Background: an optimization exercise with open tools, aiming at small area. Do not read the settings as production practice.
In this exercise RTL edits were held to simulation tests only and were not proved equivalent to the original.
Power and IR drop assume default switching activity.

==> flow/design.v <==
module SDHOST(clock, reset, cmd_pin_in, cmd_pin_out, response_outReg, R024h_CPU, R024h_CPU_out, R00eh_CPU, R00eh_CPU_out, R008h_CPU, R008h_CPU_out, R032h_CPU, R032h_CPU_out, R030h_CPU, R030h_CPU_out);
	input          clock;
	input          reset;
	input          cmd_pin_in;
	output         cmd_pin_out;
	output [127:0] response_outReg;
	input  [31:0]  R024h_CPU;
	output [31:0]  R024h_CPU_out;
	input  [15:0]  R00eh_CPU;
	output [15:0]  R00eh_CPU_out;
	input  [31:0]  R008h_CPU;
	output [31:0]  R008h_CPU_out;
	input  [15:0]  R032h_CPU;
	output [15:0]  R032h_CPU_out;
	input  [15:0]  R030h_CPU;
	output [15:0]  R030h_CPU_out;
	reg [15:0] r024;    
	reg [12:0] r00e;    
	reg [31:0] r008;
	reg [13:0] r032;    
	reg [8:0]  r030;    
	reg        cc;      
	reg [125:0] sh;
	reg [126:0] resp;
	reg [6:0]   crc;
	reg [6:0]   cnt;
	reg         txr;    
	reg         txn;    
	reg         wt;     
	reg         rx;     
	wire ld      = r024[0];               
	wire tx      = txr | txn;
	wire dp      = tx & (cnt <= 7'd38);   
	wire fend    = tx & (cnt == 7'd46);   
	wire c126    = (cnt == 7'd126);
	wire start   = wt & ~cmd_pin_in;
	wire tmo     = wt & c126;
	wire rdone   = rx & c126;
	wire crc_fb  = sh[125] ^ crc[6];
	assign cmd_pin_out = dp ? sh[125] : crc[6];
	always @(posedge clock) begin
		if (reset) begin
			r024 <= 0;
			r00e <= 0;
			r008 <= 0;
			r032 <= 0;
			r030 <= 0;
			cc   <= 0;
			txr  <= 0;
			txn  <= 0;
			wt   <= 0;
			rx   <= 0;
			crc  <= 7'h7f;
		end else begin
			r024 <= {R024h_CPU[24:16], R024h_CPU[11:8], R024h_CPU[2:0]};
			r00e <= {R00eh_CPU[13:3], R00eh_CPU[1:0]};
			r008 <= R008h_CPU;
			r032 <= {R032h_CPU[15:12], R032h_CPU[9:1], R032h_CPU[0] | tmo};
			r030 <= {R030h_CPU[15], R030h_CPU[8:1]};
			cc   <= (txn & fend) | tmo | rdone;
			txr  <= (ld & (r00e[1:0] != 2'b00)) | (txr & ~fend);
			txn  <= (ld & (r00e[1:0] == 2'b00)) | (txn & ~fend);
			wt   <= (txr & fend) | (wt & cmd_pin_in & ~c126);
			rx   <= (start & ~c126) | (rx & ~c126);
			if (ld)
				crc <= 7'h00;
			else if (dp)
				crc <= {crc[5:0], 1'b0} ^ (crc_fb ? 7'h09 : 7'h00);
			else
				crc <= {crc[5:0] , 1'b1} & {~R024h_CPU[0], 6'h3f};
		end
	end
	wire         rload = rdone & ~reset;
	wire         rhold = ~rdone & ~reset;
	wire [126:0] resp_d;
	wire [125:0] sh_d;
	genvar i;
	generate
		for (i = 0; i < 127; i = i + 1) begin : g_resp
			ao22 u (.a(i == 0 ? cmd_pin_in : sh[(i == 0 ? 0 : i - 1)]), .b(rload), .c(resp[i]), .e(rhold), .y(resp_d[i]));
		end
		for (i = 87; i < 125; i = i + 1) begin : g_load
			ao22 u (.a(i > 118 ? r00e[i - 112] : r008[i - 87]), .b(ld), .c(sh[i - 1]), .e(~ld), .y(sh_d[i]));
		end
	endgenerate
	assign sh_d[125]   = sh[124] | ld;
	assign sh_d[86:1]  = sh[85:0];
	assign sh_d[0]     = cmd_pin_in;
	always @(posedge clock) begin
		resp <= resp_d;
		cnt  <= (ld | start) ? 7'd0 : cnt + 7'd1;
		sh   <= sh_d;
	end
	assign response_outReg = {1'b0, resp};
	assign R024h_CPU_out = {7'b0, r024[15:7], 4'b0, r024[6:3], 5'b0, r024[2:0]};
	assign R00eh_CPU_out = {2'b0, r00e[12:2], 1'b0, r00e[1:0]};
	assign R008h_CPU_out = r008;
	assign R032h_CPU_out = {r032[13:10], 2'b0, r032[9:0]};
	assign R030h_CPU_out = {r030[8], 6'b0, r030[7:0], cc};
endmodule
module ao22(a, b, c, e, y);
	input  a, b, c, e;
	output y;
	assign y = (a & b) | (c & e);
endmodule
export LEC_CHECK = 0
export CAP_MARGIN = 20
export CORE_MARGIN = 2
export CORE_UTILIZATION = 40
export CTS_BUF_LIST = sky130_fd_sc_hd__clkbuf_4
export SLEW_MARGIN = 20
export SYNTH_HIERARCHICAL = 1
export SYNTH_MINIMUM_KEEP_SIZE = 0
create_clock -name core_clock -period 5.0 [get_ports {clock}]
standard.sh (not shown) runs the stock make flow with config.mk's settings and CLKGATE_MAP_FILE= SYNTH_SCRIPT=/design/flow/synth_recipe.tcl, a recipe that flattens the netlist after the stock synthesis.
==> flow/flow/run.sh <==
#!/bin/bash
# Standard ORFS layout (the standard.sh, standard synthesis unchanged), with the
# port buffers made from the smallest buffer cell instead of clkdlybuf4s50_1.
set -euo pipefail
bash standard.sh "BUFFER_PORTS_ARGS=-buffer_cell sky130_fd_sc_hd__buf_1" finish > standard_flow.log 2>&1
Rerun with:
==> flow/run.sh (new file) <==
#!/bin/bash
# synth_recipe.tcl (not shown) runs the flow's synth.tcl, then flattens the netlist and writes it again
# the make line also repeats each setting of config.mk as NAME=value (left out here)
make -C /OpenROAD-flow-scripts/flow DESIGN_CONFIG=/design/flow/config.mk WORK_HOME=/design/flow/orfs CLKGATE_MAP_FILE= SYNTH_SCRIPT=/design/flow/synth_recipe.tcl finish
CTS_BUF_LIST = default   (was sky130_fd_sc_hd__clkbuf_4)
removed: flow/flow/run.sh
removed: flow/standard.sh
After rerunning:
- The changed run completed without violations
- utilization grows by 8.7 points
- die area does not change
- global-route usage grows by 0.29 points
- routed wire length grows by 2.2%
- worst setup slack gets worse by 0.23 ns
- total power grows by 12%
- worst hold slack gets better by 0.0098 ns
Rerun with:
==> flow/flow/run.sh (new file) <==
#!/bin/bash
# Standard ORFS layout (the standard.sh, standard synthesis unchanged), with the
# port buffers made from the smallest buffer cell instead of clkdlybuf4s50_1.
set -euo pipefail
bash standard.sh "BUFFER_PORTS_ARGS=-buffer_cell sky130_fd_sc_hd__buf_1" finish > standard_flow.log 2>&1
==> flow/standard.sh (new file) <==
#!/bin/bash
# synth_recipe.tcl (not shown) runs the flow's synth.tcl, then flattens the netlist and writes it again
# the make line also repeats each setting of config.mk as NAME=value (left out here)
make -C /OpenROAD-flow-scripts/flow DESIGN_CONFIG=/design/flow/config.mk WORK_HOME=/design/flow/orfs CLKGATE_MAP_FILE= SYNTH_SCRIPT=/design/flow/synth_recipe.tcl "${@:-finish}"
CORE_UTILIZATION = 65   (was 40)
CTS_BUF_LIST = sky130_fd_sc_hd__clkbuf_2 sky130_fd_sc_hd__clkbuf_4 sky130_fd_sc_hd__clkbuf_8   (was default)
removed: flow/run.sh
Sequential cell count stays the same; final cell count went down by 8.8%; combinational power went down by about 30%.
Rerun with:
==> flow/flow/run.sh (replaced) <==
#!/bin/bash
# The standard layout (standard.sh, standard synthesis unchanged) with three changes:
# - port buffers use the smallest buffer cell (buf_1) instead of clkdlybuf4s50_1;
# - clock tree from clkbuf_4 with small sink clusters and no dummy loads;
# - one tie cell for all constant outputs (no tie fanout repair).
set -euo pipefail
bash standard.sh \
  "BUFFER_PORTS_ARGS=-buffer_cell sky130_fd_sc_hd__buf_1" \
  "CTS_ARGS=-sink_clustering_enable -repair_clock_nets -buf_list sky130_fd_sc_hd__clkbuf_4 -sink_clustering_size 10 -sink_clustering_max_diameter 40 -dont_use_dummy_load" \
  SKIP_REPAIR_TIE_FANOUT=1 \
  finish > standard_flow.log 2>&1
CORE_UTILIZATION = 80   (was 65)
CTS_BUF_LIST = default   (was sky130_fd_sc_hd__clkbuf_2 sky130_fd_sc_hd__clkbuf_4 sky130_fd_sc_hd__clkbuf_8)
Effect:
- The changed run ran to the end with no violations
- global-route usage climbs by 13 points
- worst hold slack is worse by 0.027 ns
- register-to-register slack loses 0.23 ns
- final area falls by about 7%
- area after synthesis does not change
- critical path depth is unchanged
- worst setup slack is worse by 0.015 ns

separate check: timing with driven ports:
No port has a modelled driver above. Below, the same layouts with a new extraction and two added sets of constraints.
Step 1 sets driving cells, clkbuf_16 on the clock port and buf_2 on the other inputs (assumed; they add their load-dependent delay and slew).
Step 2 times the ports against the registers' clock, not the clock port: input delays grow and output delays shrink by t, the midpoint of the rising clock arrivals with the driver on.
a / b / c = ideal / step 1 / step 2; a / b = the first two.
run	t (ns)	slack for setup (ns)	worst setup path after step 2	slew at the worst register clock pin (ns)	worst slew at a driven data input, ns
the first run	0.692	1.781 / 1.742 / 2.141	input to register	0.08 / 0.08	0.08
the second run	0.546	1.548 / 1.502 / 2.048	register to output	0.06 / 0.06	0.08
the third run	0.575	1.810 / 1.777 / 2.258	input to register	0.07 / 0.07	0.06
the fourth run	0.620	1.795 / 1.758 / 2.026	input to register	0.11 / 0.11	0.08
After both steps every run listed still meets setup and hold.
